What follows belongs to an exercise in optimizing a design on an open flow for small area; a production flow would make more cautious choices.
Only simulation tests tie the RTL to the original design; equivalence was not proved.
Power and IR drop assume default switching activity.

==> flow/design.v <==
module rb_ao22 (
    input  wire a1,
    input  wire a2,
    input  wire b1,
    input  wire b2,
    output wire y
);
assign y = (a1 & a2) | (b1 & b2);
endmodule
module rb_aoi222 (
    input  wire a1,
    input  wire a2,
    input  wire b1,
    input  wire b2,
    input  wire c1,
    input  wire c2,
    output wire y
);
assign y = ~((a1 & a2) | (b1 & b2) | (c1 & c2));
endmodule
module rb_a221o (
    input  wire a1,
    input  wire a2,
    input  wire b1,
    input  wire b2,
    input  wire c1,
    output wire y
);
assign y = (a1 & a2) | (b1 & b2) | c1;
endmodule
module uart_regs #(
    parameter W_REG = 32
)(
    input wire clk,
    input wire rst_n,
    input wire rx,
    output reg tx,
    input wire [9:0] div_int,
    input wire [3:0] div_frac,
    output wire [W_REG-1:0] Reg1,
    output wire [W_REG-1:0] Reg2,
    output wire [W_REG-1:0] Reg3,
    output wire [W_REG-1:0] Reg4,
    output wire [W_REG-1:0] Reg5,
    output wire [W_REG-1:0] Reg6,
    output wire [W_REG-1:0] Reg7,
    output wire [W_REG-1:0] Reg8
);
integer i;
genvar r, b;
reg [1:0] rst_sync;
always @(posedge clk or negedge rst_n)
    if (!rst_n)
        rst_sync <= 2'b00;
    else
        rst_sync <= {rst_sync[0], 1'b1};
wire rst_s = rst_sync[1];
reg [9:0] ctr_int;
reg [3:0] ctr_frac;
reg       frac_carry;
reg       extra;
reg       tick;
always @(posedge clk or negedge rst_s) begin
    if (!rst_s) begin
        tick <= 1'b0;
        ctr_int <= 10'd1;
        ctr_frac <= 4'd0;
        frac_carry <= 1'b0;
        extra <= 1'b0;
    end else if (ctr_int == 10'd1 && !extra) begin
        {frac_carry, ctr_frac} <= ctr_frac + div_frac;
        extra <= frac_carry;
        ctr_int <= div_int;
        tick <= 1'b1;
    end else begin
        tick <= 1'b0;
        if (ctr_int == 10'd1)
            extra <= 1'b0;
        else
            ctr_int <= ctr_int - 1'b1;
    end
end
reg [1:0] rx_sync;
always @(posedge clk or negedge rst_s)
    if (!rst_s)
        rx_sync <= 2'b11;
    else
        rx_sync <= {rx_sync[0], rx};
wire din = rx_sync[1];
localparam RX_IDLE = 4'd0;
localparam RX_START = 4'd1;
localparam RX_STOP = 4'd10;
localparam RX_P1 = 4'd11;
localparam RX_P3 = 4'd13;
localparam RX_P4 = 4'd14;
reg [1:0] rx_over;
reg [3:0] rx_state;
reg [31:0] sr;
wire rx_post = (rx_state == 4'd11) || (rx_state == 4'd12) || (rx_state == 4'd13);
wire rx_idle = (rx_state == RX_IDLE) || (rx_state == RX_P4);
wire rx_step = tick && (rx_over == 2'd0);
wire rx_shift = rx_step && !rx_post && !rx_idle && (rx_state != RX_START) && (rx_state != RX_STOP);
always @(posedge clk or negedge rst_s) begin
    if (!rst_s) begin
        rx_over <= 2'd0;
        rx_state <= RX_IDLE;
    end else begin
        if (tick)
            rx_over <= rx_over + 1'b1;
        if (rx_post) begin
            rx_state <= rx_state + 1'b1;
        end else if (rx_step) begin
            rx_state <= rx_state + 1'b1;
            if (rx_idle) begin
                if (din) begin
                    rx_state <= RX_IDLE;
                    rx_over <= 2'd0;
                end else begin
                    rx_state <= RX_START;
                end
            end else if (rx_state == RX_START) begin
                rx_over <= 2'd3;
            end else if (rx_state == RX_STOP) begin
                rx_state <= din ? RX_P1 : RX_IDLE;
                rx_over <= 2'd0;
            end
        end else if (rx_state == RX_P4) begin
            rx_state <= RX_IDLE;
        end
    end
end
wire rx_hold = !rx_shift;
wire [31:0] sr_d;
wire [32:0] sr_in = {din, sr};
generate
for (b = 0; b < 32; b = b + 1) begin : g_sr
    rb_ao22 u_sr (
        .a1(rx_shift), .a2(sr_in[b+1]),
        .b1(rx_hold), .b2(sr[b]),
        .y(sr_d[b])
    );
end
endgenerate
always @(posedge clk)
    sr <= sr_d;
reg        wmode;
reg [1:0]  wcnt;
reg [2:0]  addr;
reg        rd_active;
reg [1:0]  bcnt;
wire is_write_cmd = (sr[31:29] == 3'b101);
wire do_write = (rx_state == RX_P3) && wmode && (wcnt == 2'd3);
reg  [W_REG-1:0] mem [0:7];
wire [W_REG-1:0] mem_d [0:7];
wire [7:0] we;
wire [7:0] we_n;
wire [7:0] asel;
generate
for (r = 0; r < 8; r = r + 1) begin : g_reg
    assign we[r] = do_write && (addr == r);
    assign we_n[r] = !we[r];
    assign asel[r] = (addr == r);
    for (b = 0; b < W_REG; b = b + 1) begin : g_bit
        rb_ao22 u_upd (
            .a1(we[r]), .a2(sr[b]),
            .b1(we_n[r]), .b2(mem[r][b]),
            .y(mem_d[r][b])
        );
    end
end
endgenerate
always @(posedge clk or negedge rst_s) begin
    if (!rst_s) begin
        for (i = 0; i < 8; i = i + 1)
            mem[i] <= 32'h12345678;
    end else begin
        for (i = 0; i < 8; i = i + 1)
            mem[i] <= mem_d[i];
    end
end
wire [W_REG-1:0] rd_n0, rd_n1, rd_word;
generate
for (b = 0; b < W_REG; b = b + 1) begin : g_rd
    rb_aoi222 u_rd0 (
        .a1(asel[0]), .a2(mem[0][b]),
        .b1(asel[1]), .b2(mem[1][b]),
        .c1(asel[2]), .c2(mem[2][b]),
        .y(rd_n0[b])
    );
    rb_aoi222 u_rd1 (
        .a1(asel[3]), .a2(mem[3][b]),
        .b1(asel[4]), .b2(mem[4][b]),
        .c1(asel[5]), .c2(mem[5][b]),
        .y(rd_n1[b])
    );
    rb_a221o u_rd2 (
        .a1(asel[6]), .a2(mem[6][b]),
        .b1(asel[7]), .b2(mem[7][b]),
        .c1(!(rd_n0[b] && rd_n1[b])),
        .y(rd_word[b])
    );
end
endgenerate
localparam TX_STOPBIT = 4'd0;
localparam TX_END = 4'd1;
localparam TX_IDLE = 4'd2;
localparam TX_D0 = 4'd8;
reg [1:0] tx_over;
reg [3:0] tx_state;
wire tx_step = tick && (tx_over == 2'd0);
wire tx_bit = rd_word[{bcnt, tx_state[2:0]}];
always @(posedge clk or negedge rst_s) begin
    if (!rst_s) begin
        wmode <= 1'b0;
        wcnt <= 2'd0;
        addr <= 3'd0;
        rd_active <= 1'b0;
        bcnt <= 2'd0;
        tx <= 1'b1;
        tx_over <= 2'd0;
        tx_state <= TX_IDLE;
    end else begin
        if (rx_state == RX_P4) begin
            if (wmode) begin
                wcnt <= wcnt + 1'b1;
                if (wcnt == 2'd3)
                    wmode <= 1'b0;
            end else begin
                addr <= sr[26:24];
                if (is_write_cmd)
                    wmode <= 1'b1;
                else
                    rd_active <= 1'b1;
            end
        end
        if (tick)
            tx_over <= tx_over + 1'b1;
        if (tx_step) begin
            tx_state <= tx_state + 1'b1;
            case (tx_state)
                TX_IDLE: begin
                    if (rd_active) begin
                        tx <= 1'b0;
                        tx_state <= TX_D0;
                    end else begin
                        tx_over <= 2'd0;
                        tx_state <= TX_IDLE;
                    end
                end
                TX_STOPBIT: begin
                    tx <= 1'b1;
                    bcnt <= bcnt + 1'b1;
                    if (bcnt == 2'd3)
                        rd_active <= 1'b0;
                end
                TX_END: begin
                    if (rd_active) begin
                        tx <= 1'b0;
                        tx_state <= TX_D0;
                    end else begin
                        tx_state <= TX_IDLE;
                        tx_over <= 2'd0;
                    end
                end
                default: begin
                    tx <= tx_bit;
                end
            endcase
        end
    end
end
assign Reg1 = mem[0];
assign Reg2 = mem[1];
assign Reg3 = mem[2];
assign Reg4 = mem[3];
assign Reg5 = mem[4];
assign Reg6 = mem[5];
assign Reg7 = mem[6];
assign Reg8 = mem[7];
endmodule
==> flow/flow/run.sh <==
#!/bin/bash
# The standard layout with two changes: port buffers use the smallest
# buffer, and clock tree synthesis inserts no dummy loads.
export BUFFER_PORTS_ARGS="-buffer_cell sky130_fd_sc_hd__buf_1"
export CTS_ARGS="-sink_clustering_enable -repair_clock_nets -dont_use_dummy_load -buf_list sky130_fd_sc_hd__clkbuf_4"
bash standard.sh > standard.log 2>&1
==> flow/standard.sh <==
#!/bin/bash
# synth_recipe.tcl (not shown) runs the flow's synth.tcl, then flattens the netlist and writes it again
# the make line also repeats each setting of config.mk as NAME=value (left out here)
make -C /OpenROAD-flow-scripts/flow DESIGN_CONFIG=/design/flow/config.mk WORK_HOME=/design/flow/orfs CLKGATE_MAP_FILE= SYNTH_SCRIPT=/design/flow/synth_recipe.tcl "${@:-finish}"
==> flow/config.mk <==
export PLATFORM = sky130hd
export DESIGN_NAME = uart_regs
export DESIGN_NICKNAME = uart_regs
export VERILOG_FILES = /design/flow/design.v
export SDC_FILE = /design/flow/constraint.sdc
export NUM_CORES = 4
export LEC_CHECK = 0
export CAP_MARGIN = 20
export CORE_MARGIN = 2
export CORE_UTILIZATION = 70
export CTS_BUF_LIST = sky130_fd_sc_hd__clkbuf_4
export SLEW_MARGIN = 20
export SYNTH_HIERARCHICAL = 1
==> flow/constraint.sdc <==
create_clock -name core_clock -period 10.0 [get_ports {clk}]
set_input_delay 2.0000 -clock core_clock [delete_from_list [all_inputs] [get_ports {clk}]]
set_output_delay 2.0000 -clock core_clock [all_outputs]
set_load 0.01 [all_outputs]
==> reports/qor.tcl, run 1 <==
set qor(status) {timing/DRC/antenna clean}
set qor(total_neg_setup_slack_ns) 0
set qor(critPathCapture) {Reg8[9]}
set qor(period_share) 0.3455
set qor(max-cap-violations) 0
set qor(maximum_number_of_pins_on_one_net_before_global_route_repair) 190
set qor(ys_top_cells_by_count) {sky130_fd_sc_hd__a22o_1 (289), sky130_fd_sc_hd__dfrtp_1 (190), sky130_fd_sc_hd__dfstp_2 (109)}
set qor(worstMarginPinSlew_ns) 1.197
set qor(gpl.final_weighted_congestion) 0.9217
set qor(nets) 1433
set qor(clock_sinks) 331
set qor(synth-edff-count) 0
set qor(first_global_vias) 11697
set qor(stdcell_area_sq_um) 15850
set qor(ctsHtreeMaxLevel) 3
set qor(ys.flop_type) {sky130_fd_sc_hd__dfrtp_1}
set qor(worstSetupPathType) {reg2out}
set qor(drc_violation_total_after_the_first_tritonroute_iteration) 1626
set qor(worst_path_dominant_cell_family) {flip-flops}
set qor(synth.avg_cell_area_sq_um) 13.29
set qor(grt.total_usage) 0.4278
set qor(r2r_slack_ns) 6.78
set qor(ir_worst_vdd_v) 0.0001111
set qor(setup_slack_ns) 6.545
set qor(timing.final.setup_violations) 0
set qor(numCtsBuffers) 81
set qor(cts.clk_slew.worst_paths_ns) 0.06
set qor(placedInstanceArea_sq_um) 15240
set qor(antenna_violations_before_repair) 1
set qor(cts.path.max_buffers) 3
set qor(yosysWarningCount) 9
set qor(critPathMaxFanout) 3
set qor(slew_violations) 0
set qor(vias) 12111
set qor(timing.final.hold_violations) 0
set qor(vias_per_cell) 7.291
set qor(asr_flop_ratio_synth) 0.9033
set qor(slowest_stage) {sky130_fd_sc_hd__dfstp_2}
set qor(p_comb_frac) 0.048
set qor(p_leak_nw) 6.859
set qor(dpl.hpwl_mm) 27.13
set qor(max_slew_margin) 0.1998
set qor(post_dr_wirelength_cell_microns) 26.35
set qor(start_util) 0.7085
set qor(power.density_nw_per_um2) 148.2
set qor(globalRouteOverflowTotal) 0
set qor(floorplan.io_pins) 274
set qor(worstSetupEndpointType) {output port}
set qor(synthesized_flop_and_latch_total) 331
set qor(first_pass_iters) 6
set qor(power.switching_fraction) 0.2443
set qor(floorplan.core_area_sq_um) 19330
set qor(postSynthCellCount) 1031
set qor(r2r-start) {rx_state[0]}
set qor(pre_cts_ws_ns) 6.880
set qor(worst_skew_pair.late_latency_ns) 0.70
set qor(timing.critical_path.depth) 1
set qor(synth.cell_area_sq_um) 13700
set qor(clock_skew_ns) 0.04258
set qor(peak_clock_frequency_supported_by_timing_mhz) 289.4
set qor(setup_repair_after_global_routing_missed_its_margin) {no}
set qor(timing.final.crit_period_ns) 3.455
set qor(timing.hold.worst.class) {reg2async}
set qor(route.detailed.drc) 0
set qor(final_core_util) 0.8198
set qor(layout-area-overhead-vs-synth_pct) 15.71
set qor(post_route_cells_drive_above_1_share) 0.1692
set qor(tritoncts) {yes}
set qor(fp.dieArea_sq_um) 20700
set qor(worst-endpoint-arrival_ns) 1.46
set qor(postCtsResizedCells) 0
set qor(die_width_microns) 143.9
set qor(worst_path_largest_cell_delay_ns) 0.55
set qor(post_synth_num_cell_types) 57
set qor(synth.largest_area_cell) {sky130_fd_sc_hd__dfrtp_1}
set qor(route.antenna.remaining_nets) 0
set qor(postSynthNetCount) 1067
set qor(flop_pwr_share) 0.595
set qor(input_output_buffers) 273
set qor(worst_r2r_path_depth) 8
set qor(startpoint) {mem[7][9]}
set qor(clk_root_buffer_cell) {sky130_fd_sc_hd__clkbuf_4}
set qor(synth.most_common_cell) {sky130_fd_sc_hd__a22o_1}
set qor(fp-row-count) 51
set qor(wl_mm) 43.76
set qor(internal_power_mw) 1.776
set qor(r2r_end) {sr[15]}
set qor(timing.critical_path.cells) {buf_1}
set qor(timing.critical_path.from_type) {flip-flop}
set qor(timing.critical_path.buf_inv) 1
set qor(switching_power_mw) 0.5740
set qor(cts_hold_buffers) 0
set qor(seq_area_frac_synth) 0.6029
set qor(synth.top_cell.area_share) 0.3471
set qor(pwr-share-clk) 0.357
set qor(cp_data_required_time_ns) 8.00
set qor(fp.dieH_microns) 143.9
set qor(first_pass_grt_wire_length_mm) 66.99
set qor(synth.area.top_cells) {sky130_fd_sc_hd__dfrtp_1 (35%), sky130_fd_sc_hd__dfstp_2 (21%), sky130_fd_sc_hd__a22o_1 (18%), sky130_fd_sc_hd__a222oi_1 (4.7%), sky130_fd_sc_hd__dfxtp_1 (4.7%)}
set qor(cts_setup_buffers) 0
set qor(fin_hold_ws_ns) 0.2813
-- cells by family (layout without fill, tap and decap cells) --
kind of cell    count (synthesis)  count (layout)  share of synthesized area
compound gates                465             465                     0.2935
flops                         331             331                     0.6029
simple gates                  145             145                    0.05079
buf+inv                        38             402                    0.01160
mux                            23              23                    0.01726
fa+ha+maj                      19              19                    0.01790
xor+xnor                        9               9                   0.005755
other cells                     1               2                  0.0002738
-- sequential cells by signal (all words and copies together) (netlist names) --
name / cells
addr: 3
sr: 32
rd_active: 1
frac_carry: 1
rst_sync: 2
ctr_int: 10
rx_over: 2
tx: 1
bcnt: 2
mem: 256
wmode: 1
rx_sync: 2
ctr_frac: 4
rx_state: 4
wcnt: 2
tick: 1
tx_state: 4
tx_over: 2
extra: 1
-- final cells by class --
type / count / area [sq um]
flip-flops and latches: 331 / 8263
multi-input cells: 662 / 5340
fillers: 1207 / 3485
repair buffers: 295 / 1202
clock buffers: 81 / 608.1
well taps: 265 / 331.6
inverters: 26 / 102.6
diodes: 1 / 2.502
-- how the worst min path moves through the flow --
stage,start,to,slack (ns),cells past startpoint
6_report,rst_sync[1],mem[0][7],0.28,0
5_1_grt,rst_sync[1],mem[0][7],0.33,0
4_1_cts,rst_sync[1],mem[0][7],0.30,0
3_5_place_dp,rst_sync[1],mem[2][7],0.31,0
3_3_place_gp,rst_sync[1],mem[0][7],0.30,0
2_1_floorplan,rst_sync[0],rst_sync[1],0.33,0
-- layer usage --
| metal | vias to the layer above | GRT usage | part of all wire |
|---|---|---|---|
| li1 | 4974 | - | - |
| met1 | 5987 | 0.5957 | 0.38 |
| met2 | 999 | 0.6318 | 0.46 |
| met3 | 151 | 0.1116 | 0.13 |
| met4 | 0 | 0.2069 | 0.039 |
| met5 | - | 0 | 0 |
-- Yosys stat by module (local to each module, per instance) --
| module | cell area [sq um] | cells inside |
|---|---|---|
| rb_a221o | 10.01 | 1 |
| rb_ao22 | 8.758 | 1 |
| rb_aoi222 | 10.01 | 1 |
| uart_regs | 10210 | 647 |
-- layout by cell type, fill, tap and decap left out, types with 7 or more instances in the layout --
cell type,synthesis,final
sky130_fd_sc_hd__clkbuf_4,0,81
sky130_fd_sc_hd__dfstp_2,109,109
sky130_fd_sc_hd__dfxtp_1,32,32
sky130_fd_sc_hd__dfrtp_1,190,189
sky130_fd_sc_hd__buf_1,0,273
sky130_fd_sc_hd__a222oi_1,64,64
sky130_fd_sc_hd__ha_1,18,18
sky130_fd_sc_hd__mux2i_1,18,18
sky130_fd_sc_hd__xnor2_1,7,7
sky130_fd_sc_hd__and2_1,7,7
sky130_fd_sc_hd__a221o_1,33,33
sky130_fd_sc_hd__a22o_1,289,289
sky130_fd_sc_hd__o21ai_0,7,7
sky130_fd_sc_hd__nor2_1,21,15
sky130_fd_sc_hd__nor3_1,9,7
sky130_fd_sc_hd__nand2_1,71,71
sky130_fd_sc_hd__a21oi_1,30,30
sky130_fd_sc_hd__inv_1,24,22
sky130_fd_sc_hd__buf_4,2,21
sky130_fd_sc_hd__nand3_1,9,8
-- through the flow --
stage          instances  power, mW
2_1_floorplan       1031      1.500
3_3_place_gp        1579      1.524
3_5_place_dp        1579      1.532
4_1_cts             1660      2.354
5_1_grt             1661      2.443
6_report            1661      2.350
-- power groups by stage --
stage	sequential, mW	clock (mW)	combinational, mW
6_report	1.40	0.838	0.113
5_1_grt	1.40	0.915	0.127
4_1_cts	1.40	0.844	0.112
3_5_place_dp	1.42	0	0.112
3_3_place_gp	1.42	0	0.107
2_1_floorplan	1.43	0	0.0747
==> run 2: changes to the inputs <==
--- a/flow/config.mk
+++ b/flow/config.mk
@@ -9,3 +9,3 @@
 export CORE_MARGIN = 2
-export CORE_UTILIZATION = 70
+export CORE_UTILIZATION = 85
 export CTS_BUF_LIST = sky130_fd_sc_hd__clkbuf_4
==> reports/qor.tcl, run 2 <==
set qor(yosysWarningCount) 9 ;# unchanged
set qor(postSynthNetCount) 1067 ;# unchanged
set qor(input_output_buffers) 273 ;# unchanged
set qor(post_synth_num_cell_types) 57 ;# unchanged
set qor(seq_area_frac_synth) 0.6029 ;# unchanged
set qor(synth.area.top_cells) {sky130_fd_sc_hd__dfrtp_1 (35%), sky130_fd_sc_hd__dfstp_2 (21%), sky130_fd_sc_hd__a22o_1 (18%), sky130_fd_sc_hd__a222oi_1 (4.7%), sky130_fd_sc_hd__dfxtp_1 (4.7%)} ;# unchanged
set qor(synth.cell_area_sq_um) 13700 ;# unchanged
set qor(start_util) 0.8655 ;# was 0.7085
set qor(ys_top_cells_by_count) {sky130_fd_sc_hd__a22o_1 (289), sky130_fd_sc_hd__dfrtp_1 (190), sky130_fd_sc_hd__dfstp_2 (109)} ;# unchanged
set qor(synth.largest_area_cell) {sky130_fd_sc_hd__dfrtp_1} ;# unchanged
set qor(terminating_stage_of_the_flow) {global placement}
set qor(synth.most_common_cell) {sky130_fd_sc_hd__a22o_1} ;# unchanged
set qor(die_width_microns) 130.9 ;# was 143.9 microns
set qor(synth-edff-count) 0 ;# unchanged
set qor(status) {did not finish} ;# was timing/DRC/antenna clean
set qor(fp-row-count) 46 ;# was 51
set qor(fp.dieH_microns) 130.9 ;# was 143.9 microns
set qor(synth.top_cell.area_share) 0.3471 ;# unchanged
set qor(ys.flop_type) {sky130_fd_sc_hd__dfrtp_1} ;# unchanged
set qor(asr_flop_ratio_synth) 0.9033 ;# unchanged
set qor(postSynthCellCount) 1031 ;# unchanged
set qor(synth.avg_cell_area_sq_um) 13.29 ;# unchanged
set qor(floorplan.io_pins) 274 ;# unchanged
set qor(synthesized_flop_and_latch_total) 331 ;# unchanged
set qor(firstError) {[ERROR GPL-0301] Utilization 102.226 % exceeds 100%.}
-- run 2: logic make-up after synthesis --
family                   after synthesis  synth area share
AO/OA/AOI/OAI                        465            0.2935
flip-flops                           331            0.6029
AND/OR/NAND/NOR                      145           0.05079
buffers and inverters                 38           0.01160
multiplexers                          23           0.01726
adder cells (fa/ha/maj)               19           0.01790
XOR/XNOR                               9          0.005755
other                                  1         0.0002738
-- run 2: modules after synthesis (local to each module, per instance) --
module	times used	cell area [sq um]
rb_a221o	32	10.01
rb_ao22	288	8.758
rb_aoi222	64	10.01
uart_regs	1	10210
==> run 3: changes to the inputs <==
--- a/flow/design.v
+++ b/flow/design.v
@@ -146,8 +146,7 @@
 reg        wmode;
-reg [1:0]  wcnt;
+reg [1:0]  cnt;
 reg [2:0]  addr;
 reg        rd_active;
-reg [1:0]  bcnt;
 wire is_write_cmd = (sr[31:29] == 3'b101);
-wire do_write = (rx_state == RX_P3) && wmode && (wcnt == 2'd3);
+wire do_write = (rx_state == RX_P3) && wmode && (cnt == 2'd3);
 reg  [W_REG-1:0] mem [0:7];
@@ -210,3 +209,3 @@
 wire tx_step = tick && (tx_over == 2'd0);
-wire tx_bit = rd_word[{bcnt, tx_state[2:0]}];
+wire tx_bit = rd_word[{cnt, tx_state[2:0]}];
 always @(posedge clk or negedge rst_s) begin
@@ -214,6 +213,5 @@
         wmode <= 1'b0;
-        wcnt <= 2'd0;
+        cnt <= 2'd0;
         addr <= 3'd0;
         rd_active <= 1'b0;
-        bcnt <= 2'd0;
         tx <= 1'b1;
@@ -224,4 +222,4 @@
             if (wmode) begin
-                wcnt <= wcnt + 1'b1;
-                if (wcnt == 2'd3)
+                cnt <= cnt + 1'b1;
+                if (cnt == 2'd3)
                     wmode <= 1'b0;
@@ -251,4 +249,4 @@
                     tx <= 1'b1;
-                    bcnt <= bcnt + 1'b1;
-                    if (bcnt == 2'd3)
+                    cnt <= cnt + 1'b1;
+                    if (cnt == 2'd3)
                         rd_active <= 1'b0;
==> flow/flow/run.sh (replaced) <==
#!/bin/bash
# The standard layout with two changes: port buffers use the smallest
# buffer, and clock tree synthesis builds larger sink clusters with no
# dummy loads.
export BUFFER_PORTS_ARGS="-buffer_cell sky130_fd_sc_hd__buf_1"
export CTS_ARGS="-sink_clustering_enable -repair_clock_nets -dont_use_dummy_load -buf_list sky130_fd_sc_hd__clkbuf_4 -sink_clustering_size 10 -sink_clustering_max_diameter 60"
bash standard.sh > standard.log 2>&1
--- a/flow/config.mk
+++ b/flow/config.mk
@@ -7,7 +7,7 @@
 export LEC_CHECK = 0
-export CAP_MARGIN = 20
+export CAP_MARGIN = 5
 export CORE_MARGIN = 2
-export CORE_UTILIZATION = 85
+export CORE_UTILIZATION = 72
 export CTS_BUF_LIST = sky130_fd_sc_hd__clkbuf_4
-export SLEW_MARGIN = 20
+export SLEW_MARGIN = 5
 export SYNTH_HIERARCHICAL = 1
==> reports/qor.tcl, run 3 <==
set qor(worstSetupPathType) {reg2reg}
set qor(critPathMaxFanout) 33
set qor(cts_setup_buffers) 0
set qor(yosysWarningCount) 9 ;# unchanged
set qor(dpl.hpwl_mm) 26.29
set qor(postCtsResizedCells) 0
set qor(pwr-share-clk) 0.263
set qor(internal_power_mw) 1.633
set qor(ys_top_cells_by_count) {sky130_fd_sc_hd__a22o_1 (289), sky130_fd_sc_hd__dfrtp_1 (188), sky130_fd_sc_hd__dfstp_2 (109)} ;# was sky130_fd_sc_hd__a22o_1 (289), sky130_fd_sc_hd__dfrtp_1 (190), sky130_fd_sc_hd__dfstp_2 (109)
set qor(vias) 11861
set qor(setup_repair_after_global_routing_missed_its_margin) {no}
set qor(wl_mm) 43.13
set qor(floorplan.core_area_sq_um) 18640
set qor(antenna_violations_before_repair) 1
set qor(synth.cell_area_sq_um) 13600 ;# was 13,700 sq um
set qor(gpl.final_weighted_congestion) 0.9039
set qor(r2r-start) {cnt[0]}
set qor(numCtsBuffers) 38
set qor(r2r_slack_ns) 6.45
set qor(hold-path-cell-count) 0
set qor(peak_clock_frequency_supported_by_timing_mhz) 281.5
set qor(numPlacedInstances) 1533
set qor(fp-row-count) 50 ;# was 46
set qor(post_route_cells_drive_above_1_share) 0.1444
set qor(nets) 1374
set qor(worst_path_dominant_cell_family) {simple AND/OR/NAND/NOR gates}
set qor(synth-edff-count) 0 ;# unchanged
set qor(globalRouteOverflowTotal) 0
set qor(synthesized_flop_and_latch_total) 329 ;# was 331
set qor(synth.largest_area_cell) {sky130_fd_sc_hd__dfrtp_1} ;# unchanged
set qor(floorplan.io_pins) 274 ;# unchanged
set qor(max_slew_margin) 0.1964
set qor(worst_r2r_path_depth) 7
set qor(vias_per_cell) 7.545
set qor(cts_hold_buffers) 0
set qor(synth.area.top_cells) {sky130_fd_sc_hd__dfrtp_1 (35%), sky130_fd_sc_hd__dfstp_2 (21%), sky130_fd_sc_hd__a22o_1 (19%), sky130_fd_sc_hd__a222oi_1 (4.7%), sky130_fd_sc_hd__dfxtp_1 (4.7%)} ;# was sky130_fd_sc_hd__dfrtp_1 (35%), sky130_fd_sc_hd__dfstp_2 (21%), sky130_fd_sc_hd__a22o_1 (18%), sky130_fd_sc_hd__a222oi_1 (4.7%), sky130_fd_sc_hd__dfxtp_1 (4.7%)
set qor(multi_input_area_sq_um) 5313
set qor(power.density_nw_per_um2) 145.2
set qor(synth.top_cell.area_share) 0.3460 ;# was 0.3471
set qor(fp.dieH_microns) 141.4 ;# was 130.9 microns
set qor(input_output_buffers) 273 ;# unchanged
set qor(post_dr_wirelength_cell_microns) 27.44
set qor(cts.clk_slew.worst_paths_ns) 0.11
set qor(mostFrequentLayoutCell) {sky130_fd_sc_hd__a22o_1}
set qor(slowest_stage) {sky130_fd_sc_hd__inv_1}
set qor(slew_violations) 0
set qor(largest_register) {mem}
set qor(seq_area_frac_synth) 0.6038 ;# was 0.6029
set qor(die_width_microns) 141.4 ;# was 130.9 microns
set qor(max-cap-violations) 0
set qor(clk_root_buffer_cell) {sky130_fd_sc_hd__clkbuf_4}
set qor(num-fill-cells) 1133
set qor(synth.avg_cell_area_sq_um) 13.37 ;# was 13.29 sq um
set qor(first_pass_iters) 6
set qor(synth.most_common_cell) {sky130_fd_sc_hd__a22o_1} ;# unchanged
set qor(asr_flop_ratio_synth) 0.9027 ;# was 0.9033
set qor(top_regs) {mem x256, sr x32, ctr_int x10}
set qor(timing.critical_path.buf_inv) 1
set qor(final_core_util) 0.8250
set qor(placedInstanceArea_sq_um) 15090
set qor(postSynthNetCount) 1052 ;# was 1,067
set qor(start_util) 0.7293 ;# was 0.8655
set qor(worstHoldEndpoint) {rst_sync[1]}
set qor(cts.path.max_buffers) 3
set qor(stdcell_area_sq_um) 15380
set qor(ys.flop_type) {sky130_fd_sc_hd__dfrtp_1} ;# unchanged
set qor(ctsHtreeMaxLevel) 2
set qor(p_comb_frac) 0.095
set qor(p_leak_nw) 6.629
set qor(setup_slack_ns) 6.448
set qor(total_neg_setup_slack_ns) 0
set qor(worst_skew_pair.late_latency_ns) 0.68
set qor(area.sequential_sq_um) 8213
set qor(clock_skew_ns) 0.06711
set qor(number_of_flip_flops_in_the_largest_register) 256
set qor(postSynthCellCount) 1017 ;# was 1,031
set qor(period_share) 0.3552
set qor(switching_power_mw) 0.5995
set qor(timing.final.setup_violations) 0
set qor(clock_sinks) 329
set qor(tritoncts) {yes}
set qor(worst-endpoint-arrival_ns) 4.12
set qor(first_pass_grt_wire_length_mm) 65.41
set qor(timing.hold.worst.class) {reg2reg}
set qor(hp-start) {rst_sync[0]}
set qor(drc_violation_total_after_the_first_tritonroute_iteration) 1600
set qor(maximum_number_of_pins_on_one_net_before_global_route_repair) 170
set qor(worstMarginPinSlew_ns) 1.203
set qor(power_after_layout_mw) 2.233
set qor(cp_data_required_time_ns) 10.57
set qor(worst_path_largest_cell_delay_ns) 1.18
set qor(timing.final.crit_period_ns) 3.552
set qor(pre_cts_ws_ns) 6.608
set qor(ir_worst_vdd_v) 0.0001517
set qor(flop_pwr_share) 0.642
set qor(status) {timing/DRC/antenna clean} ;# was did not finish
set qor(worstSetupEndpointType) {flip-flop}
set qor(grt.total_usage) 0.4271
set qor(first_global_vias) 11489
set qor(post_synth_num_cell_types) 60 ;# was 57
set qor(timing.final.hold_violations) 0
set qor(route.antenna.remaining_nets) 0
set qor(power.switching_fraction) 0.2685
set qor(layout-area-overhead-vs-synth_pct) 13.12
set qor(final_cells) 1572
set qor(fin_hold_ws_ns) 0.3623
set qor(final_cell_mix) {sky130_fd_sc_hd__a22o_1 (289), sky130_fd_sc_hd__buf_1 (273), sky130_fd_sc_hd__dfrtp_1 (187)}
set qor(r2r_end) {mem[5][24]}
set qor(timing.critical_path.cells) {ha_1, and3_1, nand3_1, nor2_1, nand3_2, inv_1, a22o_1}
set qor(fp.dieArea_sq_um) 20000
set qor(timing.critical_path.from_type) {flip-flop}
set qor(route.detailed.drc) 0
[run 3: cell families (layout without fill, tap and decap cells)]
family | count (synthesis) | count (layout) | synth area share
AO/OA/AOI/OAI | 462 | 462 | 0.2925
XOR/XNOR | 7 | 7 | 0.004510
adder cells (fa/ha/maj) | 18 | 18 | 0.01712
buffers and inverters | 34 | 354 | 0.01077
flip-flops | 329 | 329 | 0.6038
multiplexers | 26 | 26 | 0.01979
other | 1 | 2 | 0.0002758
AND/OR/NAND/NOR | 140 | 140 | 0.05126
[run 3: metal layers]
layer | part of all wire | track usage
met5 | 0 | 0
met4 | 0.046 | 0.2221
met3 | 0.14 | 0.1124
met2 | 0.44 | 0.6150
met1 | 0.37 | 0.6058
[run 3: cell type report]
class | count | area share
antenna | 1 | 0.0001627
clock buffer | 38 | 0.01855
inverter | 23 | 0.005613
multi-input combinational | 654 | 0.3454
sequential | 329 | 0.5340
tap | 234 | 0.01904
timing repair buffer | 293 | 0.07720
[run 3: how the worst max path moves through the flow]
stage                     start  depth (start not counted)  slack, ns          to
floorplan           rst_sync[1]                          0       1.30     addr[0]
global placement    rx_state[2]                          6       6.75   mem[5][0]
detailed placement  rx_state[2]                          6       6.61  mem[5][24]
CTS                  mem[4][14]                          1       6.54    Reg5[14]
global route             cnt[0]                          7       6.29  mem[5][31]
finish                   cnt[0]                          7       6.45  mem[5][24]
[run 3: worst register-to-register path: stages (launching register included)]
cell and delay [ns]:
sky130_fd_sc_hd__dfrtp_1 0.47, sky130_fd_sc_hd__ha_1 0.24, sky130_fd_sc_hd__and3_1 0.16, sky130_fd_sc_hd__nand3_1 0.13, sky130_fd_sc_hd__nor2_1 0.30, sky130_fd_sc_hd__nand3_2 0.67
sky130_fd_sc_hd__inv_1 1.19, sky130_fd_sc_hd__a22o_1 0.30
[run 3: power groups by stage]
stage	clock network, mW	logic (mW)	registers, mW
2_1_floorplan	0	0.158	1.45
3_3_place_gp	0	0.201	1.45
3_5_place_dp	0	0.210	1.46
4_1_cts	0.587	0.210	1.43
5_1_grt	0.636	0.238	1.44
6_report	0.588	0.211	1.43
[run 3: modules after synthesis, one instance, submodules excluded]
module,times used,area (sq um),flip-flops and latches,cells
rb_a221o,32,10.01,0,1
rb_ao22,288,8.758,0,1
rb_aoi222,64,10.01,0,1
uart_regs,1,10110,329,633
==> run 4: changes to the inputs <==
==> flow/flow/run.sh (replaced) <==
#!/bin/bash
# The standard layout with three changes:
#  - synthesis maps logic with an area-oriented ABC script (flow/abc_area.script)
#    instead of the delay-oriented default; everything else in synthesis,
#    including the flattening and renaming of synth_recipe.tcl, is unchanged;
#  - port buffers use the smallest buffer;
#  - clock tree synthesis builds larger sink clusters with no dummy loads.
set -euo pipefail
here=$(pwd)
abc_script="$here/flow/abc_area.script"
{
    cat <<EOT
# Use the area-oriented ABC script for every abc call.
proc abc {args} {
  set i [lsearch \$args -script]
  if {\$i >= 0} { lset args [expr {\$i + 1}] "$abc_script" }
  yosys abc {*}\$args
}
EOT
    cat synth_recipe.tcl
} > my_synth.tcl
sed "s#SYNTH_SCRIPT=[^ ]*synth_recipe.tcl#SYNTH_SCRIPT=$here/my_synth.tcl#" standard.sh > my_standard.sh
grep -q "SYNTH_SCRIPT=$here/my_synth.tcl" my_standard.sh
export BUFFER_PORTS_ARGS="-buffer_cell sky130_fd_sc_hd__buf_1"
export CTS_ARGS="-sink_clustering_enable -repair_clock_nets -dont_use_dummy_load -buf_list sky130_fd_sc_hd__clkbuf_4 -sink_clustering_size 10 -sink_clustering_max_diameter 40"
bash my_standard.sh > standard.log 2>&1
==> flow/flow/abc_area.script (new file) <==
strash
&get -n
&st
&syn3
&dch
&nf -a
&put
topo
==> reports/qor.tcl, run 4 <==
set qor(status) {timing/DRC/antenna clean} ;# unchanged
set qor(postCtsResizedCells) 0 ;# unchanged
set qor(fp.dieArea_sq_um) 19590 ;# was 20,000 sq um
set qor(timing.critical_path.buf_inv) 2 ;# was 1
set qor(slowest_stage) {sky130_fd_sc_hd__nor3_2} ;# was sky130_fd_sc_hd__inv_1
set qor(nets) 1345 ;# was 1,374
set qor(layout-area-overhead-vs-synth_pct) 13.96 ;# was 13.12%
set qor(antenna_violations_before_repair) 2 ;# was 1
set qor(worstMarginPinSlew_ns) 1.269 ;# was 1.203 ns
set qor(maximum_number_of_pins_on_one_net_before_global_route_repair) 81 ;# was 170
set qor(num-fill-cells) 1049 ;# was 1,133
set qor(floorplan.core_area_sq_um) 18020 ;# was 18,640 sq um
set qor(startpoint) {addr[1]} ;# was cnt[0]
set qor(peak_clock_frequency_supported_by_timing_mhz) 276.9 ;# was 281.5 MHz
set qor(clock_skew_ns) 0.07498 ;# was 0.06711 ns
set qor(total_neg_setup_slack_ns) 0 ;# unchanged
set qor(timing.final.crit_period_ns) 3.611 ;# was 3.552 ns
set qor(top_regs) {mem x256, sr x32, ctr_int x10} ;# unchanged
set qor(globalRouteOverflowTotal) 0 ;# unchanged
set qor(cts_setup_buffers) 0 ;# unchanged
set qor(synthesized_flop_and_latch_total) 329 ;# unchanged
set qor(seq_area_frac_synth) 0.6166 ;# was 0.6038
set qor(synth.largest_area_cell) {sky130_fd_sc_hd__dfrtp_1} ;# unchanged
set qor(postSynthCellCount) 969 ;# was 1,017
set qor(numCtsBuffers) 43 ;# was 38
set qor(synth-edff-count) 0 ;# unchanged
set qor(cp_data_required_time_ns) 10.56 ;# was 10.57 ns
set qor(worst_path_largest_cell_delay_ns) 0.86 ;# was 1.18 ns
set qor(die_width_microns) 140.0 ;# was 141.4 microns
set qor(yosysWarningCount) 9 ;# unchanged
set qor(ys_top_cells_by_count) {sky130_fd_sc_hd__a22o_1 (289), sky130_fd_sc_hd__dfrtp_1 (188), sky130_fd_sc_hd__dfstp_2 (109)} ;# unchanged
set qor(ir_worst_vdd_v) 0.0001357 ;# was 0.0001517 V
set qor(p_leak_nw) 6.541 ;# was 6.629 nW
set qor(start_util) 0.7386 ;# was 0.7293
set qor(max-cap-violations) 0 ;# unchanged
set qor(r2r-start) {addr[1]} ;# was cnt[0]
set qor(fp-row-count) 49 ;# was 50
set qor(timing.critical_path.cells) {clkinv_1, nor3_2, buf_4, a222oi_1, nand2_1, a221o_1, mux4_2, mux4_2, mux2_1, nand2_1, a31oi_1} ;# was ha_1, and3_1, nand3_1, nor2_1, nand3_2, inv_1, a22o_1
set qor(cts_hold_buffers) 0 ;# unchanged
set qor(asr_flop_ratio_synth) 0.9027 ;# unchanged
set qor(setup_repair_after_global_routing_missed_its_margin) {no} ;# unchanged
set qor(input_output_buffers) 273 ;# unchanged
set qor(timing.final.setup_violations) 0 ;# unchanged
set qor(cts.clk_slew.worst_paths_ns) 0.09 ;# was 0.11 ns
set qor(worst-endpoint-arrival_ns) 4.18 ;# was 4.12 ns
set qor(final_cell_mix) {sky130_fd_sc_hd__a22o_1 (289), sky130_fd_sc_hd__buf_1 (273), sky130_fd_sc_hd__dfrtp_1 (187)} ;# unchanged
set qor(clock_sinks) 329 ;# unchanged
set qor(critPathMaxFanout) 21 ;# was 33
set qor(worstSetupEndpointType) {flip-flop} ;# unchanged
set qor(cts.path.max_buffers) 3 ;# unchanged
set qor(first_global_vias) 11392 ;# was 11,489
set qor(post_route_cells_drive_above_1_share) 0.1483 ;# was 0.1444
set qor(synth.most_common_cell) {sky130_fd_sc_hd__a22o_1} ;# unchanged
set qor(post_synth_num_cell_types) 40 ;# was 60
set qor(clk_root_buffer_cell) {sky130_fd_sc_hd__clkbuf_4} ;# unchanged
set qor(period_share) 0.3611 ;# was 0.3552
set qor(fin_hold_ws_ns) 0.3619 ;# was 0.3623 ns
set qor(timing.hold.worst.class) {reg2reg} ;# unchanged
set qor(ctsHtreeMaxLevel) 2 ;# unchanged
set qor(fp.dieH_microns) 140.0 ;# was 141.4 microns
set qor(route.detailed.drc) 0 ;# unchanged
set qor(vias_per_cell) 7.647 ;# was 7.545
set qor(synth.cell_area_sq_um) 13310 ;# was 13,600 sq um
set qor(mostFrequentLayoutCell) {sky130_fd_sc_hd__a22o_1} ;# unchanged
set qor(dpl.hpwl_mm) 26.52 ;# was 26.29 mm
set qor(timing.critical_path.from_type) {flip-flop} ;# unchanged
set qor(floorplan.io_pins) 274 ;# unchanged
set qor(tritoncts) {yes} ;# unchanged
set qor(worst_path_dominant_cell_family) {simple AND/OR/NAND/NOR gates} ;# unchanged
set qor(power.density_nw_per_um2) 140.7 ;# was 145.2 nW/um^2
set qor(hp-start) {rst_sync[0]} ;# unchanged
set qor(gpl.final_weighted_congestion) 0.8655 ;# was 0.9039
set qor(drc_violation_total_after_the_first_tritonroute_iteration) 1612 ;# was 1,600
set qor(number_of_flip_flops_in_the_largest_register) 256 ;# unchanged
set qor(first_pass_iters) 14 ;# was 6
set qor(synth.area.top_cells) {sky130_fd_sc_hd__dfrtp_1 (35%), sky130_fd_sc_hd__dfstp_2 (22%), sky130_fd_sc_hd__a22o_1 (19%), sky130_fd_sc_hd__a222oi_1 (4.8%), sky130_fd_sc_hd__dfxtp_1 (4.8%)} ;# was sky130_fd_sc_hd__dfrtp_1 (35%), sky130_fd_sc_hd__dfstp_2 (21%), sky130_fd_sc_hd__a22o_1 (19%), sky130_fd_sc_hd__a222oi_1 (4.7%), sky130_fd_sc_hd__dfxtp_1 (4.7%)
set qor(wl_mm) 42.66 ;# was 43.13 mm
set qor(first_pass_grt_wire_length_mm) 65.01 ;# was 65.41 mm
set qor(largest_register) {mem} ;# unchanged
set qor(grt.total_usage) 0.4290 ;# was 0.4271
set qor(timing.final.hold_violations) 0 ;# unchanged
set qor(postSynthNetCount) 1004 ;# was 1,052
set qor(vias) 11761 ;# was 11,861
set qor(post_dr_wirelength_cell_microns) 27.74 ;# was 27.44 microns
set qor(max_slew_margin) 0.1486 ;# was 0.1964
set qor(slew_violations) 0 ;# unchanged
set qor(ys.flop_type) {sky130_fd_sc_hd__dfrtp_1} ;# unchanged
set qor(final_core_util) 0.8417 ;# was 0.8250
set qor(route.antenna.remaining_nets) 0 ;# unchanged
set qor(worst_skew_pair.late_latency_ns) 0.66 ;# was 0.68 ns
set qor(synth.top_cell.area_share) 0.3534 ;# was 0.3460
set qor(worstSetupPathType) {reg2reg} ;# unchanged
set qor(synth.avg_cell_area_sq_um) 13.74 ;# was 13.37 sq um
[run 4: cell count changes after synthesis, moves of 5 or more]
cell | previous run | this run
sky130_fd_sc_hd__clkinv_1 | 1 | 29
sky130_fd_sc_hd__inv_1 | 22 | 0
sky130_fd_sc_hd__a21oi_1 | 31 | 15
sky130_fd_sc_hd__mux2i_1 | 19 | 3
sky130_fd_sc_hd__mux4_2 | 0 | 10
sky130_fd_sc_hd__nor2_1 | 25 | 35
sky130_fd_sc_hd__nand2_1 | 65 | 59
sky130_fd_sc_hd__and2_1 | 5 | 0
sky130_fd_sc_hd__clkbuf_1 | 5 | 0
[run 4: logic make-up (layout without fill, tap and decap cells)]
kind of cell / after synthesis / after routing / share of synthesized area
compound gates: 436 / 436 / 0.2867
flops: 329 / 329 / 0.6166
simple gates: 131 / 131 / 0.04286
buf+inv: 29 / 368 / 0.008176
fa+ha+maj: 18 / 18 / 0.01748
mux: 17 / 17 / 0.02256
xor+xnor: 8 / 8 / 0.005263
other cells: 1 / 2 / 0.0002817
[run 4: path summary, 6_finish.rpt]
kind | to | slack [ns] | cells past startpoint
worst max-delay path | tx | 6.39 | 11
worst min-delay path | rst_sync[1] | 0.36 | 0
worst max register to register | tx | 6.39 | 11
worst min register to register | rst_sync[1] | 0.36 | 0
max in group asynchronous | mem[1][26] | 7.89 | 1
min in group asynchronous | mem[3][17] | 0.49 | 0
[run 4: stage by stage]
stage / area, sq um / std cells / power (mW) / worst slack, ns
after floorplan: 13310 / 969 / 1.506 / 1.300
after global routing: 15170 / 1538 / 2.207 / 6.293
after detailed placement: 14850 / 1494 / 1.544 / 6.525
after global placement: 14850 / 1494 / 1.537 / 6.714
after CTS: 15170 / 1537 / 2.128 / 6.528
final: 15170 / 1538 / 2.134 / 6.389
[run 4: routing by layer]
layer | GRT usage | wire, microns | up-vias
met5 | 0 | 13 | -
met4 | 0.2158 | 2146 | 2
met3 | 0.1203 | 6022 | 198
met2 | 0.6316 | 19210 | 1076
met1 | 0.5971 | 15260 | 5781
li1 | - | - | 4704
[run 4: Yosys stat by module (local to each module, per instance)]
module     copies in the design  cell area, sq um  flip-flops and latches
rb_a221o                     32             10.01                       0
rb_ao22                     288             8.758                       0
rb_aoi222                    64             10.01                       0
uart_regs                     1              9829                     329
[run 4: area by class of cell]
class	count	area, sq um	share of cell area
inverter	29	108.9	0.007175
multi-input combinational	611	5040	0.3322
antenna	1	2.502	0.0001649
timing repair buffer	296	1197	0.07893
tap	229	286.5	0.01889
sequential	329	8213	0.5414
clock buffer	43	322.8	0.02128
[run 4: report_power, final]
group,total (mW),internal (mW),switching (mW)
registers,1.41,1.36,0.0469
logic,0.113,0.0477,0.0650
clock network,0.612,0.198,0.414
==> run 5: changes to the inputs <==
--- a/flow/design.v
+++ b/flow/design.v
@@ -19,12 +19,2 @@
 assign y = ~((a1 & a2) | (b1 & b2) | (c1 & c2));
-endmodule
-module rb_a221o (
-    input  wire a1,
-    input  wire a2,
-    input  wire b1,
-    input  wire b2,
-    input  wire c1,
-    output wire y
-);
-assign y = (a1 & a2) | (b1 & b2) | c1;
 endmodule
@@ -83,7 +73,4 @@
 reg [1:0] rx_sync;
-always @(posedge clk or negedge rst_s)
-    if (!rst_s)
-        rx_sync <= 2'b11;
-    else
-        rx_sync <= {rx_sync[0], rx};
+always @(posedge clk)
+    rx_sync <= {rx_sync[0], rx};
 wire din = rx_sync[1];
@@ -131,16 +118,2 @@
 end
-wire rx_hold = !rx_shift;
-wire [31:0] sr_d;
-wire [32:0] sr_in = {din, sr};
-generate
-for (b = 0; b < 32; b = b + 1) begin : g_sr
-    rb_ao22 u_sr (
-        .a1(rx_shift), .a2(sr_in[b+1]),
-        .b1(rx_hold), .b2(sr[b]),
-        .y(sr_d[b])
-    );
-end
-endgenerate
-always @(posedge clk)
-    sr <= sr_d;
 reg        wmode;
@@ -151,2 +124,3 @@
 wire do_write = (rx_state == RX_P3) && wmode && (cnt == 2'd3);
+wire rd_load = (rx_state == RX_P4) && !wmode && !is_write_cmd;
 reg  [W_REG-1:0] mem [0:7];
@@ -160,3 +134,3 @@
     assign we_n[r] = !we[r];
-    assign asel[r] = (addr == r);
+    assign asel[r] = rd_load && (sr[26:24] == r);
     for (b = 0; b < W_REG; b = b + 1) begin : g_bit
@@ -179,25 +153,5 @@
 end
-wire [W_REG-1:0] rd_n0, rd_n1, rd_word;
-generate
-for (b = 0; b < W_REG; b = b + 1) begin : g_rd
-    rb_aoi222 u_rd0 (
-        .a1(asel[0]), .a2(mem[0][b]),
-        .b1(asel[1]), .b2(mem[1][b]),
-        .c1(asel[2]), .c2(mem[2][b]),
-        .y(rd_n0[b])
-    );
-    rb_aoi222 u_rd1 (
-        .a1(asel[3]), .a2(mem[3][b]),
-        .b1(asel[4]), .b2(mem[4][b]),
-        .c1(asel[5]), .c2(mem[5][b]),
-        .y(rd_n1[b])
-    );
-    rb_a221o u_rd2 (
-        .a1(asel[6]), .a2(mem[6][b]),
-        .b1(asel[7]), .b2(mem[7][b]),
-        .c1(!(rd_n0[b] && rd_n1[b])),
-        .y(rd_word[b])
-    );
-end
-endgenerate
+always @(posedge clk)
+    if (rx_state == RX_P4 && !wmode)
+        addr <= sr[26:24];
 localparam TX_STOPBIT = 4'd0;
@@ -209,3 +163,33 @@
 wire tx_step = tick && (tx_over == 2'd0);
-wire tx_bit = rd_word[{cnt, tx_state[2:0]}];
+wire tx_shift = tx_step && tx_state[3];
+wire sr_shift = rx_shift || tx_shift;
+wire sr_hold = !(sr_shift || rd_load);
+wire [31:0] sr_d;
+wire [31:0] sr_n0, sr_n1, sr_n2;
+wire [32:0] sr_in = {din, sr};
+generate
+for (b = 0; b < 32; b = b + 1) begin : g_sr
+    rb_aoi222 u_n0 (
+        .a1(asel[0]), .a2(mem[0][b]),
+        .b1(asel[1]), .b2(mem[1][b]),
+        .c1(asel[2]), .c2(mem[2][b]),
+        .y(sr_n0[b])
+    );
+    rb_aoi222 u_n1 (
+        .a1(asel[3]), .a2(mem[3][b]),
+        .b1(asel[4]), .b2(mem[4][b]),
+        .c1(asel[5]), .c2(mem[5][b]),
+        .y(sr_n1[b])
+    );
+    rb_aoi222 u_n2 (
+        .a1(asel[6]), .a2(mem[6][b]),
+        .b1(asel[7]), .b2(mem[7][b]),
+        .c1(sr_shift), .c2(sr_in[b+1]),
+        .y(sr_n2[b])
+    );
+    assign sr_d[b] = !(sr_n0[b] && sr_n1[b] && sr_n2[b] && !(sr_hold && sr[b]));
+end
+endgenerate
+always @(posedge clk)
+    sr <= sr_d;
 always @(posedge clk or negedge rst_s) begin
@@ -214,3 +198,2 @@
         cnt <= 2'd0;
-        addr <= 3'd0;
         rd_active <= 1'b0;
@@ -226,3 +209,2 @@
             end else begin
-                addr <= sr[26:24];
                 if (is_write_cmd)
@@ -263,3 +245,3 @@
                 default: begin
-                    tx <= tx_bit;
+                    tx <= sr[0];
                 end
--- a/flow/flow/run.sh
+++ b/flow/flow/run.sh
@@ -3,4 +3,6 @@
 #  - synthesis maps logic with an area-oriented ABC script (flow/abc_area.script)
-#    instead of the delay-oriented default; everything else in synthesis,
-#    including the flattening and renaming of synth_recipe.tcl, is unchanged;
+#    instead of the delay-oriented default, and leaves adders to ABC instead
+#    of extracting half and full adder cells first; everything else in
+#    synthesis, including the flattening and renaming of synth_recipe.tcl, is
+#    unchanged;
 #  - port buffers use the smallest buffer;
@@ -12,2 +14,4 @@
     cat <<EOT
+# No adder cell extraction before ABC.
+set ::env(ADDER_MAP_FILE) ""
 # Use the area-oriented ABC script for every abc call.
@@ -24,3 +28,3 @@
 export BUFFER_PORTS_ARGS="-buffer_cell sky130_fd_sc_hd__buf_1"
-export CTS_ARGS="-sink_clustering_enable -repair_clock_nets -dont_use_dummy_load -buf_list sky130_fd_sc_hd__clkbuf_4 -sink_clustering_size 10 -sink_clustering_max_diameter 40"
+export CTS_ARGS="-sink_clustering_enable -repair_clock_nets -dont_use_dummy_load -buf_list sky130_fd_sc_hd__clkbuf_4 -sink_clustering_size 9 -sink_clustering_max_diameter 40"
 bash my_standard.sh > standard.log 2>&1
==> flow/flow/abc_area.script (replaced) <==
strash
&get -n
&st
&syn4
&dch -f
&nf -a -R 1000
&put
topo
--- a/flow/config.mk
+++ b/flow/config.mk
@@ -7,3 +7,3 @@
 export LEC_CHECK = 0
-export CAP_MARGIN = 5
+export CAP_MARGIN = 20
 export CORE_MARGIN = 2
@@ -11,3 +11,3 @@
 export CTS_BUF_LIST = sky130_fd_sc_hd__clkbuf_4
-export SLEW_MARGIN = 5
+export SLEW_MARGIN = 20
 export SYNTH_HIERARCHICAL = 1
==> reports/qor.tcl, run 5 <==
set qor(status) {timing/DRC/antenna clean} ;# unchanged
set qor(cts.path.max_buffers) 3 ;# unchanged
set qor(critPathCapture) {Reg4[18]} ;# was tx
set qor(flop_pwr_share) 0.673 ;# was 0.660
set qor(r2r-start) {rx_state[0]} ;# was addr[1]
set qor(setup_repair_after_global_routing_missed_its_margin) {no} ;# unchanged
set qor(worst_r2r_path_depth) 8 ;# was 11
set qor(p_comb_frac) 0.020 ;# was 0.053
set qor(clock_skew_ns) 0.05398 ;# was 0.07498 ns
set qor(drc_violation_total_after_the_first_tritonroute_iteration) 1767 ;# was 1,612
set qor(numCtsBuffers) 44 ;# was 43
set qor(final_cell_mix) {sky130_fd_sc_hd__buf_1 (273), sky130_fd_sc_hd__a22o_1 (256), sky130_fd_sc_hd__dfrtp_1 (184)} ;# was sky130_fd_sc_hd__a22o_1 (289), sky130_fd_sc_hd__buf_1 (273), sky130_fd_sc_hd__dfrtp_1 (187)
set qor(tritoncts) {yes} ;# unchanged
set qor(floorplan.io_pins) 274 ;# unchanged
set qor(timing.final.crit_period_ns) 3.458 ;# was 3.611 ns
set qor(cts_hold_buffers) 0 ;# unchanged
set qor(worst-endpoint-arrival_ns) 1.46 ;# was 4.18 ns
set qor(input_output_buffers) 273 ;# unchanged
set qor(postSynthCellCount) 933 ;# was 969
set qor(power.switching_fraction) 0.2288 ;# was 0.2465
set qor(cts.clk_slew.worst_paths_ns) 0.10 ;# was 0.09 ns
set qor(timing.final.hold_violations) 0 ;# unchanged
set qor(route.antenna.remaining_nets) 0 ;# unchanged
set qor(final_cells) 1506 ;# was 1,538
set qor(ir_worst_vdd_v) 0.0001163 ;# was 0.0001357 V
set qor(post_synth_num_cell_types) 37 ;# was 40
set qor(die_width_microns) 136.8 ;# was 140.0 microns
set qor(cp_data_required_time_ns) 8.00 ;# was 10.56 ns
set qor(wl_mm) 42.14 ;# was 42.66 mm
set qor(slowest_stage) {sky130_fd_sc_hd__dfstp_2} ;# was sky130_fd_sc_hd__nor3_2
set qor(synth-edff-count) 3 ;# was 0
set qor(postCtsResizedCells) 0 ;# unchanged
set qor(total_neg_setup_slack_ns) 0 ;# unchanged
set qor(cts_setup_buffers) 0 ;# unchanged
set qor(ys_top_cells_by_count) {sky130_fd_sc_hd__a22o_1 (256), sky130_fd_sc_hd__dfrtp_1 (185), sky130_fd_sc_hd__dfstp_2 (107)} ;# was sky130_fd_sc_hd__a22o_1 (289), sky130_fd_sc_hd__dfrtp_1 (188), sky130_fd_sc_hd__dfstp_2 (109)
set qor(antenna_violations_before_repair) 1 ;# was 2
set qor(gpl.final_weighted_congestion) 0.9221 ;# was 0.8655
set qor(first_pass_grt_wire_length_mm) 63.46 ;# was 65.01 mm
set qor(globalRouteOverflowTotal) 0 ;# unchanged
set qor(largest_register) {mem} ;# unchanged
set qor(worstSetupEndpointType) {output port} ;# was flip-flop
set qor(timing.critical_path.buf_inv) 1 ;# was 2
set qor(dpl.hpwl_mm) 25.56 ;# was 26.52 mm
set qor(timing.critical_path.cells) {buf_1} ;# was clkinv_1, nor3_2, buf_4, a222oi_1, nand2_1, a221o_1, mux4_2, mux4_2, mux2_1, nand2_1, a31oi_1
set qor(asr_flop_ratio_synth) 0.8875 ;# was 0.9027
set qor(critPathMaxFanout) 3 ;# was 21
set qor(slew_violations) 0 ;# unchanged
set qor(max-cap-violations) 0 ;# unchanged
set qor(vias_per_cell) 7.553 ;# was 7.647
set qor(internal_power_mw) 1.560 ;# was 1.608 mW
set qor(synth.largest_area_cell) {sky130_fd_sc_hd__dfrtp_1} ;# unchanged
set qor(clk_root_buffer_cell) {sky130_fd_sc_hd__clkbuf_4} ;# unchanged
set qor(worstSetupPathType) {reg2out} ;# was reg2reg
set qor(seq_area_frac_synth) 0.6467 ;# was 0.6166
set qor(yosysWarningCount) 9 ;# unchanged
set qor(first_global_vias) 11202 ;# was 11,392
set qor(peak_clock_frequency_supported_by_timing_mhz) 289.2 ;# was 276.9 MHz
set qor(startpoint) {mem[3][18]} ;# was addr[1]
set qor(p_leak_nw) 6.035 ;# was 6.541 nW
set qor(mostFrequentLayoutCell) {sky130_fd_sc_hd__buf_1} ;# was sky130_fd_sc_hd__a22o_1
set qor(max_slew_margin) 0.2900 ;# was 0.1486
set qor(switching_power_mw) 0.4630 ;# was 0.5259 mW
set qor(power.density_nw_per_um2) 138.6 ;# was 140.7 nW/um^2
set qor(r2r_slack_ns) 6.57 ;# was 6.39 ns
set qor(synth.top_cell.area_share) 0.3646 ;# was 0.3534
set qor(maximum_number_of_pins_on_one_net_before_global_route_repair) 86 ;# was 81
set qor(route.detailed.drc) 0 ;# unchanged
set qor(start_util) 0.7341 ;# was 0.7386
set qor(r2r_end) {sr[23]} ;# was tx
set qor(fp.dieArea_sq_um) 18710 ;# was 19,590 sq um
set qor(post_dr_wirelength_cell_microns) 27.98 ;# was 27.74 microns
set qor(timing.critical_path.from_type) {flip-flop} ;# unchanged
set qor(timing.final.setup_violations) 0 ;# unchanged
set qor(worst_path_dominant_cell_family) {flip-flops} ;# was simple AND/OR/NAND/NOR gates
set qor(fp.dieH_microns) 136.8 ;# was 140.0 microns
set qor(grt.total_usage) 0.4497 ;# was 0.4290
set qor(synth.area.top_cells) {sky130_fd_sc_hd__dfrtp_1 (36%), sky130_fd_sc_hd__dfstp_2 (22%), sky130_fd_sc_hd__a22o_1 (18%), sky130_fd_sc_hd__a222oi_1 (7.6%), sky130_fd_sc_hd__dfxtp_1 (5.4%)} ;# was sky130_fd_sc_hd__dfrtp_1 (35%), sky130_fd_sc_hd__dfstp_2 (22%), sky130_fd_sc_hd__a22o_1 (19%), sky130_fd_sc_hd__a222oi_1 (4.8%), sky130_fd_sc_hd__dfxtp_1 (4.8%)
set qor(first_pass_iters) 9 ;# was 14
set qor(synth.avg_cell_area_sq_um) 13.61 ;# was 13.74 sq um
set qor(worst_skew_pair.late_latency_ns) 0.68 ;# was 0.66 ns
set qor(clock_sinks) 329 ;# unchanged
set qor(nets) 1299 ;# was 1,345
set qor(ctsHtreeMaxLevel) 2 ;# unchanged
set qor(synthesized_flop_and_latch_total) 329 ;# unchanged
set qor(period_share) 0.3458 ;# was 0.3611
set qor(synth.cell_area_sq_um) 12700 ;# was 13,310 sq um
set qor(ys.flop_type) {sky130_fd_sc_hd__dfrtp_1} ;# unchanged
set qor(synth.most_common_cell) {sky130_fd_sc_hd__a22o_1} ;# unchanged
set qor(number_of_flip_flops_in_the_largest_register) 256 ;# unchanged
set qor(pwr-share-clk) 0.307 ;# was 0.287
set qor(fp-row-count) 48 ;# was 49
set qor(top_regs) {mem x256, sr x32, ctr_int x10} ;# unchanged
set qor(layout-area-overhead-vs-synth_pct) 14.96 ;# was 13.96%
set qor(power_after_layout_mw) 2.023 ;# was 2.134 mW
set qor(floorplan.core_area_sq_um) 17300 ;# was 18,020 sq um
set qor(numPlacedInstances) 1461 ;# was 1,494
set qor(post_route_cells_drive_above_1_share) 0.1492 ;# was 0.1483
set qor(worstMarginPinSlew_ns) 1.058 ;# was 1.269 ns
set qor(worst_path_largest_cell_delay_ns) 0.56 ;# was 0.86 ns
set qor(timing.hold.worst.class) {reg2reg} ;# unchanged
set qor(vias) 11375 ;# was 11,761
set qor(postSynthNetCount) 950 ;# was 1,004
set qor(timing.critical_path.depth) 1 ;# was 11
==> run 5: cells by family after synthesis <==
kind of cell,after synthesis,synth area share
xor+xnor,13,0.008967
simple gates,181,0.06780
other cells,1,0.0002953
buf+inv,12,0.003547
flops,329,0.6467
compound gates,397,0.2727
==> run 5: per-stage QoR <==
step / hold WS, ns / area (sq um) / util / setup slack, ns
after CTS: 0.3478 / 14590 / 0.8435 / 6.550
after global routing: 0.3564 / 14600 / 0.8439 / 6.349
final: 0.3444 / 14600 / 0.8439 / 6.542
after floorplan: 0.3096 / 12700 / - / 1.447
after detailed placement: 0.3190 / 14260 / 0.8244 / 6.665
after global placement: 0.3185 / 14260 / 0.8244 / 6.802
==> run 5: per-module statistics from Yosys, one instance, submodules excluded <==
module | flops+latches | area, sq um | times used
uart_regs | 329 | 9494 | 1
rb_aoi222 | 0 | 10.01 | 96
rb_ao22 | 0 | 8.758 | 256
==> run 5: cell type report <==
| type | instances | area, sq um |
|---|---|---|
| Inverter | 12 | 45.04 |
| Antenna cell | 1 | 2.502 |
| Clock buffer | 44 | 330.3 |
| Tap cell | 225 | 281.5 |
| Multi-Input combinational cell | 592 | 4468 |
| Sequential cell | 329 | 8215 |
| Fill cell | 1014 | 2700 |
| Timing Repair Buffer | 303 | 1254 |
==> run 5: worst min path at each step <==
stage                from          to  slack, ns  cells after the start
4_1_cts        rx_sync[0]  rx_sync[1]       0.35                      0
5_1_grt        rx_sync[0]  rx_sync[1]       0.36                      0
6_report       rx_sync[0]  rx_sync[1]       0.34                      0
2_1_floorplan  rx_sync[0]  rx_sync[1]       0.31                      0
3_3_place_gp   rx_sync[0]  rx_sync[1]       0.32                      0
3_5_place_dp   rx_sync[0]  rx_sync[1]       0.32                      0
==> run 5: power by group through the flow <==
stage	clock network (mW)	registers, mW	logic (mW)
2_1_floorplan	0	1.39	0.0172
3_3_place_gp	0	1.38	0.0406
3_5_place_dp	0	1.39	0.0421
4_1_cts	0.620	1.36	0.0419
5_1_grt	0.676	1.36	0.0484
6_report	0.620	1.36	0.0412
==> run 5: metal layers <==
metal  vias to the layer above  track usage  share of wire
li1                       4598            -              -
met1                      5585       0.5987           0.35
met2                      1005       0.6803           0.45
met3                       187       0.1459           0.15
met4                         0       0.2068          0.046
met5                         -            0              0
==> run 6: changes to the inputs <==
--- a/flow/config.mk
+++ b/flow/config.mk
@@ -9,4 +9,5 @@
 export CORE_MARGIN = 2
-export CORE_UTILIZATION = 72
+export CORE_UTILIZATION = 76
 export CTS_BUF_LIST = sky130_fd_sc_hd__clkbuf_4
+export GPL_TIMING_DRIVEN = 0
 export SLEW_MARGIN = 20
==> reports/qor.tcl, run 6 <==
set qor(status) {timing/DRC/antenna clean} ;# unchanged
set qor(synth-edff-count) 3 ;# unchanged
set qor(postCtsResizedCells) 0 ;# unchanged
set qor(cts.path.max_buffers) 3 ;# unchanged
set qor(final_cells) 1497 ;# was 1,506
set qor(fp-row-count) 47 ;# was 48
set qor(final_core_util) 0.9114 ;# was 0.8439
set qor(cts.clk_slew.worst_paths_ns) 0.10 ;# about the same
set qor(p_leak_nw) 6.207 ;# was 6.035 nW
set qor(worst_path_largest_cell_delay_ns) 0.71 ;# was 0.56 ns
set qor(vias_per_cell) 8.032 ;# was 7.553
set qor(max-cap-violations) 0 ;# unchanged
set qor(switching_power_mw) 0.4699 ;# was 0.4630 mW
set qor(start_util) 0.7711 ;# was 0.7341
set qor(worstMarginPinSlew_ns) 0.9200 ;# was 1.058 ns
set qor(worstSetupEndpointType) {flip-flop} ;# was output port
set qor(route.antenna.remaining_nets) 0 ;# unchanged
set qor(total_neg_setup_slack_ns) 0 ;# unchanged
set qor(slowest_stage) {sky130_fd_sc_hd__nor3_2} ;# was sky130_fd_sc_hd__dfstp_2
set qor(power.density_nw_per_um2) 135.3 ;# was 138.6 nW/um^2
set qor(synth.most_common_cell) {sky130_fd_sc_hd__a22o_1} ;# unchanged
set qor(timing.final.crit_period_ns) 3.828 ;# was 3.458 ns
set qor(timing.hold.worst.class) {reg2async} ;# was reg2reg
set qor(setup_repair_after_global_routing_missed_its_margin) {no} ;# unchanged
set qor(timing.final.hold_violations) 0 ;# unchanged
set qor(tritoncts) {yes} ;# unchanged
set qor(asr_flop_ratio_synth) 0.8875 ;# unchanged
set qor(clock_skew_ns) 0.06257 ;# was 0.05398 ns
set qor(first_pass_iters) 12 ;# was 9
set qor(timing.critical_path.from_type) {flip-flop} ;# unchanged
set qor(input_output_buffers) 273 ;# unchanged
set qor(cts_setup_buffers) 0 ;# unchanged
set qor(postSynthCellCount) 933 ;# unchanged
set qor(flop_pwr_share) 0.670 ;# was 0.673
set qor(ctsHtreeMaxLevel) 2 ;# unchanged
set qor(clock_sinks) 329 ;# unchanged
set qor(die_width_microns) 133.3 ;# was 136.8 microns
set qor(post_synth_num_cell_types) 37 ;# unchanged
set qor(p_comb_frac) 0.024 ;# was 0.020
set qor(nets) 1295 ;# was 1,299
set qor(worstSetupPathType) {reg2reg} ;# was reg2out
set qor(peak_clock_frequency_supported_by_timing_mhz) 261.2 ;# was 289.2 MHz
set qor(seq_area_frac_synth) 0.6467 ;# unchanged
set qor(timing.critical_path.buf_inv) 2 ;# was 1
set qor(critPathMaxFanout) 12 ;# was 3
set qor(wl_mm) 45.26 ;# was 42.14 mm
set qor(vias) 12024 ;# was 11,375
set qor(synthesized_flop_and_latch_total) 329 ;# unchanged
set qor(floorplan.io_pins) 274 ;# unchanged
==> run 6: cell counts after synthesis <==
Identical to the previous run, type by type.
==> run 6: worst max-delay path by stage <==
stage	start	depth (start not counted)	slack [ns]	to
final	rx_state[0]	9	6.17	sr[18]
after global placement	rst_sync[1]	0	-1.19	mem[2][0]
after floorplan	rst_sync[1]	0	1.45	cnt[0]
after CTS	rx_state[0]	9	6.42	sr[18]
after global routing	rx_state[0]	9	6.17	sr[18]
after detailed placement	rx_state[0]	9	6.57	sr[18]
==> run 6: kinds of logic after synthesis <==
group                     synth area share
buffers and inverters             0.003547
AOI/OAI and AO/OA                   0.2727
other                            0.0002953
xor gates and xnor gates          0.008967
and+or+nand+nor                    0.06780
DFF                                 0.6467
==> run 6: per-module statistics from Yosys (local to each module, per instance) <==
module	area, sq um	copies in the design	cells	flops+latches
uart_regs	9494	1	581	329
rb_aoi222	10.01	96	1	0
rb_ao22	8.758	256	1	0
==> run 6: through the flow <==
stage | total power, mW | setup slack [ns]
2_1_floorplan | 1.411 | 1.447
3_3_place_gp | 1.422 | -1.193
3_5_place_dp | 1.433 | 6.570
4_1_cts | 2.022 | 6.421
5_1_grt | 2.081 | 6.168
6_report | 2.030 | 6.172
==> run 6: power by group through the flow <==
| stage | Sequential, mW | Clock (mW) | Combinational (mW) |
|---|---|---|---|
| CTS | 1.36 | 0.614 | 0.0489 |
| global placement | 1.40 | 0 | 0.0212 |
| finish | 1.36 | 0.622 | 0.0481 |
| detailed placement | 1.38 | 0 | 0.0491 |
| global route | 1.36 | 0.663 | 0.0550 |
| floorplan | 1.39 | 0 | 0.0172 |
==> run 6: layout make-up <==
| cell class | count | area (sq um) |
|---|---|---|
| fill | 641 | 1459 |
| inverter | 12 | 55.05 |
| multi-input combinational | 592 | 4533 |
| sequential | 329 | 8215 |
| clock buffer | 43 | 322.8 |
| antenna | 1 | 2.502 |
| timing repair buffer | 300 | 1603 |
| tap | 220 | 275.3 |
==> run 6: per-layer routing <==
layer | up-vias | wire [microns] | track usage
met2 | 1373 | 20030 | 0.7509
met4 | 0 | 2895 | 0.2991
met5 | - | 0 | 0
met3 | 314 | 7678 | 0.1967
met1 | 5731 | 14650 | 0.6465
li1 | 4606 | - | -

[separate check: timing with driven ports]
How much do the figures lean on ideal ports? The routed layouts below were timed once more, with nothing changed but the port constraints. Step 1, drivers: a clkbuf_16 drives clk and a buf_2 each remaining input, both assumed. Step 2 also shifts input and output timing later by t, the mid clock arrival at the registers, as if the neighbouring blocks saw the same clock. Slacks: ideal / step 1 / step 2; pairs: ideal / step 1.
| run | t (ns) | slack for setup (ns) | worst hold slack (ns) | clock arrival spread, ns |
|---|---|---|---|---|
| run 1 | 0.719 | 6.545 / 6.497 / 6.783 | 0.281 / 0.281 / 0.281 | 0.052 / 0.052 |
| run 3 | 0.694 | 6.448 / 6.448 / 6.448 | 0.362 / 0.362 / 0.362 | 0.067 / 0.067 |
| run 4 | 0.679 | 6.389 / 6.389 / 6.389 | 0.362 / 0.362 / 0.362 | 0.093 / 0.092 |
| run 5 | 0.697 | 6.542 / 6.499 / 6.573 | 0.344 / 0.344 / 0.344 | 0.054 / 0.054 |
| run 6 | 0.696 | 6.172 / 6.172 / 6.172 | 0.327 / 0.327 / 0.327 | 0.062 / 0.063 |
After both steps setup and hold are still met in every run listed.
